Source: an optimization exercise on an open RTL-to-GDS flow (aim: small area, a short achievable clock period and few clock cycles). Production flows keep margins and buffers that such runs may drop.
Where RTL was checked, it was by simulation tests only, not by an equivalence proof against the original.

==> inputs of maple <==
// axi_matrix_accelerator
module axi_matrix_accelerator #(
    parameter ADDR_W = 32,
    parameter DATA_W = 32
) (
    input  logic clk,
    input  logic rst_n,
    input  logic [ADDR_W-1:0] s_axi_awaddr,
    input  logic        s_axi_awvalid,
    output logic        s_axi_awready,
    input  logic [DATA_W-1:0] s_axi_wdata,
    input  logic        s_axi_wvalid,
    output logic        s_axi_wready,
    output logic        s_axi_bvalid,
    output logic [1:0]  s_axi_bresp,
    input  logic        s_axi_bready,
    input  logic [ADDR_W-1:0] s_axi_araddr,
    input  logic        s_axi_arvalid,
    output logic        s_axi_arready,
    output logic [DATA_W-1:0] s_axi_rdata,
    output logic [1:0]  s_axi_rresp,
    output logic        s_axi_rvalid,
    input  logic        s_axi_rready,
    input  logic [DATA_W-1:0] s_axis_a_tdata,
    input  logic        s_axis_a_tvalid,
    output logic        s_axis_a_tready,
    input  logic        s_axis_a_tlast,
    input  logic [DATA_W-1:0] s_axis_b_tdata,
    input  logic        s_axis_b_tvalid,
    output logic        s_axis_b_tready,
    input  logic        s_axis_b_tlast,
    output logic [DATA_W-1:0] m_axis_c_tdata,
    output logic        m_axis_c_tvalid,
    input  logic        m_axis_c_tready,
    output logic        m_axis_c_tlast
);
clock: 11.0 ns
lec_check: 0
abc_clock_period_in_ps: 3500
cap_margin: 20
core_margin: 2
core_utilization: 45
slew_margin: 20
standard.sh (not shown) runs the stock make flow with config.mk's settings and CLKGATE_MAP_FILE= SYNTH_SCRIPT=/design/flow/synth_recipe.tcl, a recipe that flattens the netlist after the stock synthesis.
==> flow/flow/run.sh <==
#!/bin/bash
set -euo pipefail
MARGIN=$(cat flow/margin.txt)
bash standard.sh SETUP_SLACK_MARGIN=$MARGIN finish > make_finish.log 2>&1
==> flow/flow/margin.txt <==
7.5
==> lagoon: changes against maple <==
--- a/flow/design.v
+++ b/flow/design.v
@@ -1,11 +1,11 @@
 module mac (
     input  logic [31:0] a,
     input  logic [15:0] one,
     input  logic [15:0] two,
     input  logic [15:0] neg,
-    output logic [89:0] cs
+    output logic [95:0] cs
 );
     wire m1 = ((one[0] & a[0]) | (two[0] & 1'b0)) ^ neg[0];
     wire m2 = ((one[0] & a[1]) | (two[0] & a[0])) ^ neg[0];
     wire m3 = ((one[0] & a[2]) | (two[0] & a[1])) ^ neg[0];
     wire m4 = ((one[0] & a[3]) | (two[0] & a[2])) ^ neg[0];
@@ -668,29 +668,16 @@
     wire m661 = (m597 & m599) | (m597 & m600) | (m599 & m600);
     wire m662 = m601 ^ m603 ^ m604;
     wire m663 = (m601 & m603) | (m601 & m604) | (m603 & m604);
     wire m664 = m605 ^ m607 ^ m608;
     wire m665 = (m605 & m607) | (m605 & m608) | (m607 & m608);
-    wire m666 = m299 ^ m301;
-    wire m667 = m303 ^ m305;
-    wire m668 = m666 ^ m667;
-    wire m669 = m273 ^ m395;
-    wire m670 = m397 ^ m399;
-    wire m671 = m401 ^ m668;
-    wire m672 = m669 ^ m670;
-    wire m673 = m671 ^ m511;
-    wire m674 = m513 ^ m515;
-    wire m675 = m672 ^ m673;
-    wire m676 = m674 ^ m609;
-    wire m677 = m611 ^ m675;
-    wire m678 = m676 ^ m677;
-    wire m679 = m665 ^ m678;
-    assign cs = {m679, m610, m664, m663, m606, m662, m661, m602, m660, m659, m598, m658, m657, m594, m656, m655, m590, m654, m653, m586, m652, m651, m582, m650, m649, m578, m648, m647, m574, m646, m645, m570, m644, m643, m566, m642, m641, m562, m640, m639, m558, m638, m637, m554, m636, m635, m550, m634, m633, m546, m632, m631, m542, m630, m629, m538, m628, m627, m534, m626, m625, m530, m624, m623, m526, m622, m621, neg[4], m620, m619, m92, m618, m617, neg[3], m616, m615, m64, m614, m613, neg[2], m63, m612, m34, m4, neg[1], m33, m3, m2, neg[0], m1};
+    wire m666 = m273 ^ m299 ^ m301 ^ m303 ^ m305 ^ m395 ^ m397 ^ m399 ^ m401;
+    assign cs = {m665, m611, m609, m515, m513, m511, m666, m610, m664, m663, m606, m662, m661, m602, m660, m659, m598, m658, m657, m594, m656, m655, m590, m654, m653, m586, m652, m651, m582, m650, m649, m578, m648, m647, m574, m646, m645, m570, m644, m643, m566, m642, m641, m562, m640, m639, m558, m638, m637, m554, m636, m635, m550, m634, m633, m546, m632, m631, m542, m630, m629, m538, m628, m627, m534, m626, m625, m530, m624, m623, m526, m622, m621, neg[4], m620, m619, m92, m618, m617, neg[3], m616, m615, m64, m614, m613, neg[2], m63, m612, m34, m4, neg[1], m33, m3, m2, neg[0], m1};
 endmodule
 module mac_sum (
     input  logic [31:0] base,
-    input  logic [89:0] cs,
+    input  logic [95:0] cs,
     output logic [31:0] sum
 );
     wire t1 = base[2] ^ cs[3];
     wire t2 = base[2] & cs[3];
     wire t3 = base[3] ^ cs[6];
@@ -1119,62 +1106,72 @@
     wire t426 = t174 ^ t395;
     wire t427 = t176 ^ t396;
     wire t428 = t178 ^ t397;
     wire t429 = t180 ^ t398;
     wire t430 = t182 ^ t399;
-    wire t431 = base[31] ^ cs[89] ^ t58 ^ t120 ^ t400;
+    wire t431 = base[31] ^ cs[89] ^ cs[90] ^ cs[91] ^ cs[92] ^ cs[93] ^ cs[94] ^ cs[95] ^ t58 ^ t120 ^ t400;
     assign sum = {t431, t430, t429, t428, t427, t426, t425, t424, t423, t422, t421, t420, t419, t418, t417, t416, t415, t414, t413, t412, t411, t410, t409, t408, t407, t406, t405, t404, t403, t402, t401, t122};
 endmodule
 module mac_array_mxn (
     input  logic        clk,
     input  logic        we,
     input  logic        n2,
+    input  logic        clr,
+    input  logic        clr_all,
     input  logic [31:0] d,
     output logic [31:0] cur
 );
     logic [31:0] oth;
+    wire  [31:0] dz = (clr | clr_all) ? 32'd0 : d;
     always_ff @(posedge clk) begin
-        if (we) begin
-            cur <= n2 ? oth : d;
-            oth <= d;
+        if (we | clr_all) begin
+            cur <= (n2 & ~clr_all) ? oth : dz;
+            oth <= dz;
         end
     end
 endmodule
 module matmul_datapath (
     input  logic        clk,
+    input  logic        rst_n,
     input  logic        adv,
     input  logic        v2,       
     input  logic        n2,       
-    input  logic        f2,       
+    input  logic        l2,       
     input  logic [31:0] a,
     input  logic [15:0] one,
     input  logic [15:0] two,
     input  logic [15:0] neg,
     output logic [31:0] res       
 );
-    localparam int NB = 90;    
+    localparam int NB = 96;    
     logic [NB-1:0] cs, cs_q;
     logic [31:0] acc_cur;
+    logic        fresh_q;    
+    always_ff @(posedge clk or negedge rst_n) begin
+        if (!rst_n) fresh_q <= 1'b1;
+        else        fresh_q <= 1'b0;
+    end
     mac u_mul (
         .a    (a),
         .one  (one),
         .two  (two),
         .neg  (neg),
         .cs   (cs)
     );
     always_ff @(posedge clk)
         if (adv) cs_q <= cs;
-    wire [31:0] base = f2 ? 32'd0 : acc_cur;
     mac_sum u_sum (
-        .base (base),
+        .base (acc_cur),
         .cs   (cs_q),
         .sum  (res)
     );
     mac_array_mxn u_acc (
         .clk (clk),
         .we  (adv & v2),
         .n2  (n2),
+        .clr (l2),
+        .clr_all (fresh_q),
         .d   (res),
         .cur (acc_cur)
     );
 endmodule
 module compute_wrapper (
@@ -1202,12 +1199,12 @@
     wire [1:0] klast = cfg_k[1:0] - 2'd1;
     wire [3:0] kn    = n2 ? {cfg_k[2:0], 1'b0} : {1'b0, cfg_k[2:0]};
     logic       i_q, j_q, idone_q, a_have_q, a_rdy_q, b_rdy_q;
     logic [1:0] k_q;
     logic [3:0] b_cnt_q;
-    logic       v1_q, f1_q, l1_q, t1_q;
-    logic       v2_q, f2_q, l2_q, t2_q;
+    logic       v1_q, l1_q, t1_q;
+    logic       v2_q, l2_q, t2_q;
     logic       ov_q, ol_q, sv_q, sl_q;
     logic [31:0] bstore [8];
     logic [31:0] op_a;
     logic [15:0] one_q, two_q, neg_q;
     logic [31:0] out_q, skid_q;
@@ -1293,30 +1290,29 @@
             neg_q <= neg_d;
         end
     end
     always_ff @(posedge clk or negedge rst_n) begin
         if (!rst_n) begin
-            v1_q <= 1'b0; f1_q <= 1'b0; l1_q <= 1'b0; t1_q <= 1'b0;
-            v2_q <= 1'b0; f2_q <= 1'b0; l2_q <= 1'b0; t2_q <= 1'b0;
+            v1_q <= 1'b0; l1_q <= 1'b0; t1_q <= 1'b0;
+            v2_q <= 1'b0; l2_q <= 1'b0; t2_q <= 1'b0;
         end else if (adv) begin
             v1_q <= issue;
-            f1_q <= (k_q == 2'd0);
             l1_q <= k_end;
             t1_q <= k_end & j_end & i_end;
             v2_q <= v1_q;
-            f2_q <= f1_q;
             l2_q <= l1_q;
             t2_q <= t1_q;
         end
     end
     logic [31:0] res;
     matmul_datapath u_dp (
         .clk   (clk),
+        .rst_n (rst_n),
         .adv   (adv),
         .v2    (v2_q),
         .n2    (n2),
-        .f2    (f2_q),
+        .l2    (l2_q),
         .a     (op_a),
         .one   (one_q),
         .two   (two_q),
         .neg   (neg_q),
         .res   (res)
@@ -1378,37 +1374,48 @@
     output logic [31:0] cfg_n,
     input  logic        job_end       
 );
     logic [31:1] ctrl_q;
     logic [31:0] cfg_m_q, cfg_k_q, cfg_n_q;
+    logic [3:0]  wrote_q;     
     logic        done_q;
     logic        bvalid_q, bresp_q, awready_q, arready_q;
     logic        rpend_q, rvalid_q, rresp_q, rdone_q;
     logic [4:0]  rsel_q;      
     logic [31:0] rdata_q;
     wire wr = s_axi_awvalid & s_axi_wvalid & awready_q;
     wire [7:0] wa = s_axi_awaddr[7:0];
     wire full_ok = (s_axi_awaddr[31:5] == 27'd0) &&
                    (s_axi_awaddr[4:0] == 5'h00 || s_axi_awaddr[4:0] == 5'h08 ||
                     s_axi_awaddr[4:0] == 5'h0C || s_axi_awaddr[4:0] == 5'h10);
-    wire start = wr && wa == 8'h00 && s_axi_wdata[0];
+    logic [3:0]  wsel_q;      
+    logic [31:0] wd_q;
+    wire start = wsel_q[0] & wd_q[0];
     always_ff @(posedge clk or negedge rst_n) begin
-        if (!rst_n) begin
-            ctrl_q  <= '0;
-            cfg_m_q <= '0;
-            cfg_k_q <= '0;
-            cfg_n_q <= '0;
-        end else if (wr) begin
-            case (wa)
-                8'h00: ctrl_q  <= s_axi_wdata[31:1];
-                8'h08: cfg_m_q <= s_axi_wdata;
-                8'h0C: cfg_k_q <= s_axi_wdata;
-                8'h10: cfg_n_q <= s_axi_wdata;
-                default: ;
-            endcase
-        end
+        if (!rst_n)
+            wsel_q <= '0;
+        else
+            wsel_q <= {wr && wa == 8'h10, wr && wa == 8'h0C, wr && wa == 8'h08, wr && wa == 8'h00};
+    end
+    always_ff @(posedge clk)
+        wd_q <= s_axi_wdata;
+    always_ff @(posedge clk or negedge rst_n) begin
+        if (!rst_n)
+            wrote_q <= '0;
+        else
+            wrote_q <= wrote_q | wsel_q;
+    end
+    always_ff @(posedge clk) begin
+        if (wsel_q[0]) ctrl_q  <= wd_q[31:1];
+        if (wsel_q[1]) cfg_m_q <= wd_q;
+        if (wsel_q[2]) cfg_k_q <= wd_q;
+        if (wsel_q[3]) cfg_n_q <= wd_q;
     end
+    wire [31:1] ctrl_v  = wrote_q[0] ? ctrl_q  : '0;
+    wire [31:0] cfg_m_v = wrote_q[1] ? cfg_m_q : '0;
+    wire [31:0] cfg_k_v = wrote_q[2] ? cfg_k_q : '0;
+    wire [31:0] cfg_n_v = wrote_q[3] ? cfg_n_q : '0;
     always_ff @(posedge clk or negedge rst_n) begin
         if (!rst_n) begin
             bvalid_q  <= 1'b0;
             awready_q <= 1'b1;
             bresp_q   <= 1'b0;
@@ -1446,15 +1453,15 @@
         if (ar) begin
             rsel_q  <= {ra == 8'h10, ra == 8'h0C, ra == 8'h08, ra == 8'h04, ra == 8'h00};
             rdone_q <= done_q;
         end
         if (rpend_q) begin
-            rdata_q <= ({32{rsel_q[0]}} & {ctrl_q, 1'b0}) |
+            rdata_q <= ({32{rsel_q[0]}} & {ctrl_v, 1'b0}) |
                        ({32{rsel_q[1]}} & {31'd0, rdone_q}) |
-                       ({32{rsel_q[2]}} & cfg_m_q) |
-                       ({32{rsel_q[3]}} & cfg_k_q) |
-                       ({32{rsel_q[4]}} & cfg_n_q);
+                       ({32{rsel_q[2]}} & cfg_m_v) |
+                       ({32{rsel_q[3]}} & cfg_k_v) |
+                       ({32{rsel_q[4]}} & cfg_n_v);
             rresp_q <= ~|rsel_q;
         end
     end
     assign s_axi_awready = awready_q;
     assign s_axi_wready  = awready_q;
@@ -1462,13 +1469,13 @@
     assign s_axi_bresp   = {bresp_q, 1'b0};
     assign s_axi_arready = arready_q;
     assign s_axi_rvalid  = rvalid_q;
     assign s_axi_rdata   = rdata_q;
     assign s_axi_rresp   = {rresp_q, 1'b0};
-    assign cfg_m = cfg_m_q;
-    assign cfg_k = cfg_k_q;
-    assign cfg_n = cfg_n_q;
+    assign cfg_m = cfg_m_v;
+    assign cfg_k = cfg_k_v;
+    assign cfg_n = cfg_n_v;
 endmodule
 module axi_matrix_accelerator #(
     parameter ADDR_W = 32,
     parameter DATA_W = 32
 ) (
==> flow/flow/run.sh (replaced) <==
#!/bin/bash
# The standard layout (the standard.sh, unchanged synthesis), with
#  - the port buffers made of sky130_fd_sc_hd__buf_2 (ORFS otherwise picks a
#    delay cell); every port still gets its buffer.
# make's output goes to make_finish.log; each step's full log stays in orfs/logs/.
set -euo pipefail
MARGIN=$(cat flow/margin.txt)
bash standard.sh SETUP_SLACK_MARGIN=$MARGIN \
    "BUFFER_PORTS_ARGS=-buffer_cell sky130_fd_sc_hd__buf_2" finish > make_finish.log 2>&1
==> flow/flow/margin.txt (replaced) <==
6.5
==> summary of the runs <==
In lagoon the cell area is lower than in maple, by about 10%. In maple the register-to-register slack is lower than in lagoon, by 0.14 ns. Against maple, the routed wire length of lagoon is lower by 15%. Worst setup slack: maple is lower than lagoon (0.14 ns). Of lagoon and maple, maple has the higher synthesized cell count (gap about 4.5%, measured against maple). Non-clock buffer count: lagoon is lower than maple (208). In lagoon the hold slack is worse than in maple, by 0.024 ns. Between lagoon and maple, the lower global-route usage is in lagoon (gap 3.6 points).
==> figures <==
Status: lagoon timing/DRC/antenna clean; maple timing/DRC/antenna clean
Initial standard-cell utilization of the core: lagoon 45.5%; maple 45.5%
Area enclosed by the die boundary: lagoon 93400 µm²; maple 93800 µm²
Die span in x: lagoon 306 µm; maple 306 µm
Pin count of the biggest net entering global routing: lagoon 91; maple 107
Post-synth ARST share: lagoon 4.77%; maple 21.0%
Number of sequential cells in the layout: lagoon 796; maple 751
Synth Register Bits: lagoon 796; maple 751
Final core area utilization: lagoon 51.3%; maple 56.9%
Net count reported at finish: lagoon 3513; maple 3838
Amount of wire on met2 after detailed routing: lagoon 48.7 mm; maple 59.0 mm
Final Cycle Share: lagoon 39.3%; maple 40.6%
Clock buffer instance count of the final layout: lagoon 95; maple 97
Detailed-routing wirelength on met1: lagoon 40.7 mm; maple 45.4 mm
Testbench counts of lagoon, summed over its fixed seeds: cycles 9,492.
The RTL of maple was laid out without a check of its function.

afterwards: timing with drivers on the ports:
Ports are ideal in the flow. The routed layouts listed here were re-timed in OpenROAD. Step 1 sets driving cells, clkbuf_16 on the clock port and buf_2 on the other inputs (assumed; they add their load-dependent delay and slew). Step 2 also shifts input and output timing later by t, the mid clock arrival at the registers, as if the neighbouring blocks saw the same clock. a / b / c = ideal / step 1 / step 2; a / b = the first two.
run | shift t [ns] | setup slack, ns | clock arrival spread, ns | pins driven straight from the clock port
maple | 0.726 | 6.534 / 6.534 / 6.534 | 0.036 / 0.037 | 1
lagoon | 0.725 | 6.677 / 6.677 / 6.237 | 0.031 / 0.030 | 1
After both steps every run listed still meets setup and hold. For lagoon, which loses most, drivers alone change the setup slack by 0.000 ns; drivers and shift together by -0.440 ns.
